Background: an optimization exercise with open tools, aiming at small area, a short achievable clock period and few clock cycles. Do not read the settings as production practice.
In this exercise RTL edits were held to simulation tests only and were not proved equivalent to the original.
The clock port is modelled as an ideal driver, which makes a skipped or thinned clock tree look cheaper than it is; a real chip needs a root buffer or a tree.
Power figures rest on the tool's default switching activity, not on a simulated workload.

// linear_layer_with_mem
module linear_layer_with_mem #(
    parameter DATA_WIDTH    = 8,
    parameter W_WIDTH       = 8,
    parameter ACC_WIDTH     = 32,
    parameter ADDR_WIDTH    = 8,
    parameter DATABUS_WIDTH = 32,
    parameter N = 8,
    parameter M = 8
)(
    input  wire clk,
    input  wire rst,
    input  wire start,
    input  wire [ADDR_WIDTH-1:0] activ_base,
    input  wire [ADDR_WIDTH-1:0] weight_base,
    input  wire [ADDR_WIDTH-1:0] bias_base,
    input  wire [ADDR_WIDTH-1:0] output_base,
    output reg mem_w,
    output reg mem_sel,
    output reg done,
    output reg out_valid,
    output wire [ADDR_WIDTH-1:0]    address_bus,
    input  wire [DATABUS_WIDTH-1:0] data_bus_in,
    output wire [DATABUS_WIDTH-1:0] data_bus_out,
    input  wire                     ready
);
Size in the first run: ~820 cells after synthesis, about 150 flip-flops.
==> module linear_layer_with_mem, before the edit <==
module linear_layer_with_mem #(
    parameter DATA_WIDTH    = 8,
    parameter W_WIDTH       = 8,
    parameter ACC_WIDTH     = 32,
    parameter ADDR_WIDTH    = 8,
    parameter DATABUS_WIDTH = 32,
    parameter N = 8,
    parameter M = 8
)(
    input  wire clk,
    input  wire rst,
    input  wire start,
    input  wire [ADDR_WIDTH-1:0] activ_base,
    input  wire [ADDR_WIDTH-1:0] weight_base,
    input  wire [ADDR_WIDTH-1:0] bias_base,
    input  wire [ADDR_WIDTH-1:0] output_base,
    output reg mem_w,
    output reg mem_sel,
    output reg done,
    output reg out_valid,
    output wire [ADDR_WIDTH-1:0]    address_bus,
    input  wire [DATABUS_WIDTH-1:0] data_bus_in,
    output wire [DATABUS_WIDTH-1:0] data_bus_out,
    input  wire                     ready
);
    localparam PH_IDLE = 3'b100, PH_ACT = 3'b000, PH_BIAS = 3'b001,
               PH_WGT = 3'b010, PH_OUT = 3'b011, PH_DONE = 3'b111;
    reg [2:0] phase;
    reg [2:0] i, j;        
    reg [1:0] k;           
    reg       busy;        
    reg       rdy_q, rdy_qq, rdy_q3;   
    reg       ov1;
    reg [7:0]  act [0:7];
    reg [8:0]  wq;         
    reg [15:0] bl;         
    reg        pneg;       
    reg        psgn;       
    reg [31:0] r;
    reg [7:0]  address;
    assign address_bus  = address;
    assign data_bus_out = r;
    wire xfer = mem_sel & ready;
    wire [2:0] trip = wq[2:0];
    wire [7:0] a = act[0];
    wire s_neg = trip[2] & ~(trip[1] & trip[0]);
    wire s_one = trip[1] ^ trip[0];
    wire s_two = (trip[2] & ~trip[1] & ~trip[0]) | (~trip[2] & trip[1] & trip[0]);
    wire [9:0] ppx = (({10{s_one}} & {{2{a[7]}}, a}) |
                      ({10{s_two}} & {a[7], a, 1'b0})) ^ {10{s_neg}};
    reg  [15:0] bsh;
    always @* begin
        case (k)
            2'd0: bsh = {{6{ppx[9]}}, ppx};
            2'd1: bsh = {{4{ppx[9]}}, ppx, {2{s_neg}}};
            2'd2: bsh = {{2{ppx[9]}}, ppx, {4{s_neg}}};
            default: bsh = {ppx, {6{s_neg}}};
        endcase
    end
    wire [15:0] bl_n   = busy ? bsh : 16'd0;
    wire        pneg_n = busy & s_neg;
    wire        psgn_n = busy & ppx[9];
    wire [15:0] lsum;
    wire        c16;
    llwm_add16 u_add (.a(r[15:0]), .b(bl), .ci(pneg), .s(lsum), .co(c16));
    wire [15:0] hpm;
    llwm_hi u_hi (.h(r[31:16]), .sgn(psgn), .o(hpm));
    wire [31:0] sum = {r[31:16] ^ (hpm & {16{c16 ^ psgn}}), lsum};
    reg [7:0] nbase;
    always @* begin
        case (phase[1:0])
            2'd0: nbase = activ_base;
            2'd1: nbase = bias_base;
            2'd2: nbase = weight_base;
            default: nbase = output_base;
        endcase
    end
    wire [5:0] off  = {i & {3{phase[1] & ~phase[0]}}, j | (i & {3{phase[0]}})};
    wire [5:0] offg = off & {6{rdy_q3}};
    wire [7:0] addr_n = (phase[2] | rdy_qq) ? nbase : address + {2'd0, offg};
    wire last_w = (phase == PH_WGT) & (j == 3'd7);
    always @(posedge clk or posedge rst) begin
        if (rst) begin
            phase <= PH_IDLE;
            i <= 0; j <= 0; k <= 0;
            busy <= 0; rdy_q <= 0; rdy_qq <= 0; rdy_q3 <= 0;
            mem_sel <= 0; mem_w <= 0;
            done <= 0; out_valid <= 0; ov1 <= 0;
        end else begin
            rdy_q <= xfer;
            rdy_qq <= rdy_q;
            rdy_q3 <= rdy_qq;
            ov1 <= xfer & mem_w;
            out_valid <= (xfer & mem_w) | ov1;
            mem_w <= (phase == PH_OUT);
            if (busy) begin
                k <= k + 2'd1;
                if (k == 2'd3) busy <= 0;
            end
            if (xfer && phase == PH_WGT) busy <= 1;
            if (xfer && phase == PH_OUT && i == 3'd7) done <= 1;
            if (phase == PH_IDLE)
                mem_sel <= start;
            else if (phase != PH_DONE && !done)
                mem_sel <= ~xfer & ~(rdy_q & last_w) & ~(rdy_qq & (phase == PH_OUT));
            else
                mem_sel <= 0;
            case (phase)
                PH_IDLE: if (start) phase <= PH_ACT;
                PH_DONE: ;
                default: if (rdy_q) begin
                    case (phase)
                        PH_ACT: begin
                            j <= j + 3'd1;
                            if (j == 3'd7) phase <= PH_BIAS;
                        end
                        PH_BIAS: phase <= PH_WGT;
                        PH_WGT: begin
                            j <= j + 3'd1;
                            if (j == 3'd7) phase <= PH_OUT;
                        end
                        default: begin
                            i <= i + 3'd1;
                            phase <= (i == 3'd7) ? PH_DONE : PH_BIAS;
                        end
                    endcase
                end
            endcase
        end
    end
    wire rot = busy & (k == 2'd3);
    wire act_ph = (phase == PH_ACT);
    wire act_last = rdy_q & (j == 3'd7);
    integer n;
    always @(posedge clk) begin
        address <= addr_n;
        wq <= busy ? {2'b00, wq[8:2]} : {data_bus_in[7:0], 1'b0};
        bl <= bl_n;
        pneg <= pneg_n;
        psgn <= psgn_n;
        if (act_ph && !act_last)
            act[7] <= data_bus_in[7:0];
        else if (rot)
            act[7] <= act[0];
        if ((act_ph && rdy_q && !act_last) || rot)
            for (n = 0; n < 7; n = n + 1) act[n] <= act[n+1];
        r <= (phase == PH_BIAS && !rdy_q) ? data_bus_in : sum;
    end
endmodule
Settings: LEC_CHECK=0, ABC_AREA=1, CAP_MARGIN=20, CORE_MARGIN=2, CORE_UTILIZATION=65, SLEW_MARGIN=20; clock period 11.0 ns.
standard.sh (not shown) runs the stock make flow with config.mk's settings and CLKGATE_MAP_FILE= SYNTH_SCRIPT=/design/flow/synth_recipe.tcl, a recipe that flattens the netlist after the stock synthesis.
==> flow/flow/run.sh <==
#!/bin/bash
# Own layout flow: the standard ORFS flow (standard.sh; the synthesis is
# the standard one, run first on its own), with
#  - the make settings listed in flow/knobs.txt (one per line, @WORK@ stands
#    for the work folder): small port buffers and timing repair aimed past the
#    clock period;
#  - the clock tree built by flow/mycts.tcl instead of TritonCTS: the clock
#    port drives a few clkbuf_16 cells, each driving the flip-flops of one
#    region, all with the same number of buffers on the clock path. Only that
#    call in a copy of ORFS's cts.tcl is changed.
# Each tool's full output goes to its ORFS log under orfs/logs/; make's own
# output goes to flow_make_*.log in the work folder.
set -euo pipefail
args=()
while IFS= read -r line; do
  [[ -z "$line" || "$line" == \#* ]] && continue
  args+=("${line//@WORK@/$PWD}")
done < flow/knobs.txt
bash standard.sh "${args[@]}" synth > flow_make_synth.log 2>&1
rm -rf myscripts
cp -r "$FLOW_HOME/scripts" myscripts
python3 - <<'PY'
p = 'myscripts/cts.tcl'
s = open(p).read()
old = 'log_cmd clock_tree_synthesis {*}$cts_args'
assert s.count(old) == 1
s = s.replace(old, 'source $::env(MYCTS_TCL)\nmy_cts_auto')
open(p, 'w').write(s)
PY
bash standard.sh "${args[@]}" "SCRIPTS_DIR=$PWD/myscripts" "MYCTS_TCL=$PWD/flow/mycts.tcl" finish > flow_make_finish.log 2>&1
Other scripts of this flow, unchanged in this note and not shown: flow/flow/knobs.txt, flow/flow/mycts.tcl, flow/flow/pre_gpl.tcl
The starting point finished with timing, DRC and antenna clean.
Testbench counts at the start, summed over its fixed seeds: cycles 85,824.
Then changed:
--- a/flow/design.v
+++ b/flow/design.v
@@ -31,36 +31,46 @@
     reg       busy;        
     reg       rdy_q, rdy_qq, rdy_q3;   
     reg       ov1;
     reg [7:0]  act [0:7];
-    reg [8:0]  wq;         
+    reg [6:0]  wq;         
     reg [15:0] bl;         
     reg        pneg;       
     reg        psgn;       
     reg [31:0] r;
     reg [7:0]  address;
     assign address_bus  = address;
     assign data_bus_out = r;
     wire xfer = mem_sel & ready;
+    wire [7:0] a = act[0];
+    wire [9:0] ax = {{2{a[7]}}, a};
+    wire [1:0] w = data_bus_in[1:0];
+    reg  [9:0] ppx0;
+    always @* begin
+        case (w)
+            2'd0: ppx0 = 10'd0;
+            2'd1: ppx0 = ax;
+            2'd2: ppx0 = ~{ax[8:0], 1'b0};
+            default: ppx0 = ~ax;
+        endcase
+    end
     wire [2:0] trip = wq[2:0];
-    wire [7:0] a = act[0];
     wire s_neg = trip[2] & ~(trip[1] & trip[0]);
     wire s_one = trip[1] ^ trip[0];
     wire s_two = (trip[2] & ~trip[1] & ~trip[0]) | (~trip[2] & trip[1] & trip[0]);
-    wire [9:0] ppx = (({10{s_one}} & {{2{a[7]}}, a}) |
-                      ({10{s_two}} & {a[7], a, 1'b0})) ^ {10{s_neg}};
+    wire [9:0] ppx = (({10{s_one}} & ax) | ({10{s_two}} & {ax[8:0], 1'b0})) ^ {10{s_neg}};
     reg  [15:0] bsh;
     always @* begin
         case (k)
-            2'd0: bsh = {{6{ppx[9]}}, ppx};
-            2'd1: bsh = {{4{ppx[9]}}, ppx, {2{s_neg}}};
-            2'd2: bsh = {{2{ppx[9]}}, ppx, {4{s_neg}}};
+            2'd0: bsh = {{4{ppx[9]}}, ppx, {2{s_neg}}};
+            2'd1: bsh = {{2{ppx[9]}}, ppx, {4{s_neg}}};
             default: bsh = {ppx, {6{s_neg}}};
         endcase
     end
-    wire [15:0] bl_n   = busy ? bsh : 16'd0;
-    wire        pneg_n = busy & s_neg;
-    wire        psgn_n = busy & ppx[9];
+    wire new_w = xfer & (phase == PH_WGT);
+    wire [15:0] bl_n   = new_w ? {{6{ppx0[9]}}, ppx0} : busy ? bsh : 16'd0;
+    wire        pneg_n = new_w ? w[1] : busy & s_neg;
+    wire        psgn_n = new_w ? ppx0[9] : busy & ppx[9];
     wire [15:0] lsum;
     wire        c16;
     llwm_add16 u_add (.a(r[15:0]), .b(bl), .ci(pneg), .s(lsum), .co(c16));
     wire [15:0] hpm;
@@ -77,9 +87,8 @@
     end
     wire [5:0] off  = {i & {3{phase[1] & ~phase[0]}}, j | (i & {3{phase[0]}})};
     wire [5:0] offg = off & {6{rdy_q3}};
     wire [7:0] addr_n = (phase[2] | rdy_qq) ? nbase : address + {2'd0, offg};
-    wire last_w = (phase == PH_WGT) & (j == 3'd7);
     always @(posedge clk or posedge rst) begin
         if (rst) begin
             phase <= PH_IDLE;
             i <= 0; j <= 0; k <= 0;
@@ -93,17 +102,17 @@
             ov1 <= xfer & mem_w;
             out_valid <= (xfer & mem_w) | ov1;
             mem_w <= (phase == PH_OUT);
             if (busy) begin
-                k <= k + 2'd1;
-                if (k == 2'd3) busy <= 0;
+                k <= (k == 2'd2) ? 2'd0 : k + 2'd1;
+                if (k == 2'd2) busy <= 0;
             end
             if (xfer && phase == PH_WGT) busy <= 1;
             if (xfer && phase == PH_OUT && i == 3'd7) done <= 1;
             if (phase == PH_IDLE)
                 mem_sel <= start;
             else if (phase != PH_DONE && !done)
-                mem_sel <= ~xfer & ~(rdy_q & last_w) & ~(rdy_qq & (phase == PH_OUT));
+                mem_sel <= ~xfer;
             else
                 mem_sel <= 0;
             case (phase)
                 PH_IDLE: if (start) phase <= PH_ACT;
@@ -127,15 +136,15 @@
                 end
             endcase
         end
     end
-    wire rot = busy & (k == 2'd3);
+    wire rot = busy & (k == 2'd2);
     wire act_ph = (phase == PH_ACT);
     wire act_last = rdy_q & (j == 3'd7);
     integer n;
     always @(posedge clk) begin
         address <= addr_n;
-        wq <= busy ? {2'b00, wq[8:2]} : {data_bus_in[7:0], 1'b0};
+        wq <= busy ? {2'b00, wq[6:2]} : data_bus_in[7:1];
         bl <= bl_n;
         pneg <= pneg_n;
         psgn <= psgn_n;
         if (act_ph && !act_last)
The changed run completed with no timing, DRC or antenna violations.
Global-route usage went up by 1.0 points.
Worst setup slack improves by 0.023 ns.
Register-to-register slack improves by 0.17 ns.
Total power went up by a few percent.
Area after synthesis stays flat.
Wire length went up by a few percent.
Testbench counts after the change, summed over its fixed seeds: cycles 84,288.
In every run of this note, the design's own scripts or RTL, not TritonCTS, make the clock network.

re-timing with driven ports:
How much do the figures lean on ideal ports? The routed layouts below were timed once more, with nothing changed but the port constraints. Step 1 sets driving cells, clkbuf_16 on the clock port and buf_2 on the other inputs (assumed; they add their load-dependent delay and slew). Step 2, shift: input delay + t, output delay - t, t = (earliest + latest rising clock arrival at the registers) / 2. This alone moves slack from input paths to output paths. Slacks: no drivers / after step 1 / after step 2; pairs: no drivers / after step 1.
run	shift t [ns]	slack for setup (ns)	hold slack, ns	worst setup path at the end	slew at the worst register clock pin (ns)
the first run	0.335	8.036 / 7.954 / 8.025	0.394 / 0.394 / 0.394	input to register	0.09 / 0.09
the second run	0.342	8.059 / 7.969 / 7.885	0.385 / 0.385 / 0.385	input to register	0.08 / 0.08
After both steps setup and hold are still met in every run listed. The setup slack of the second run, which loses most, moves by -0.090 ns with the drivers and by -0.174 ns with both steps.
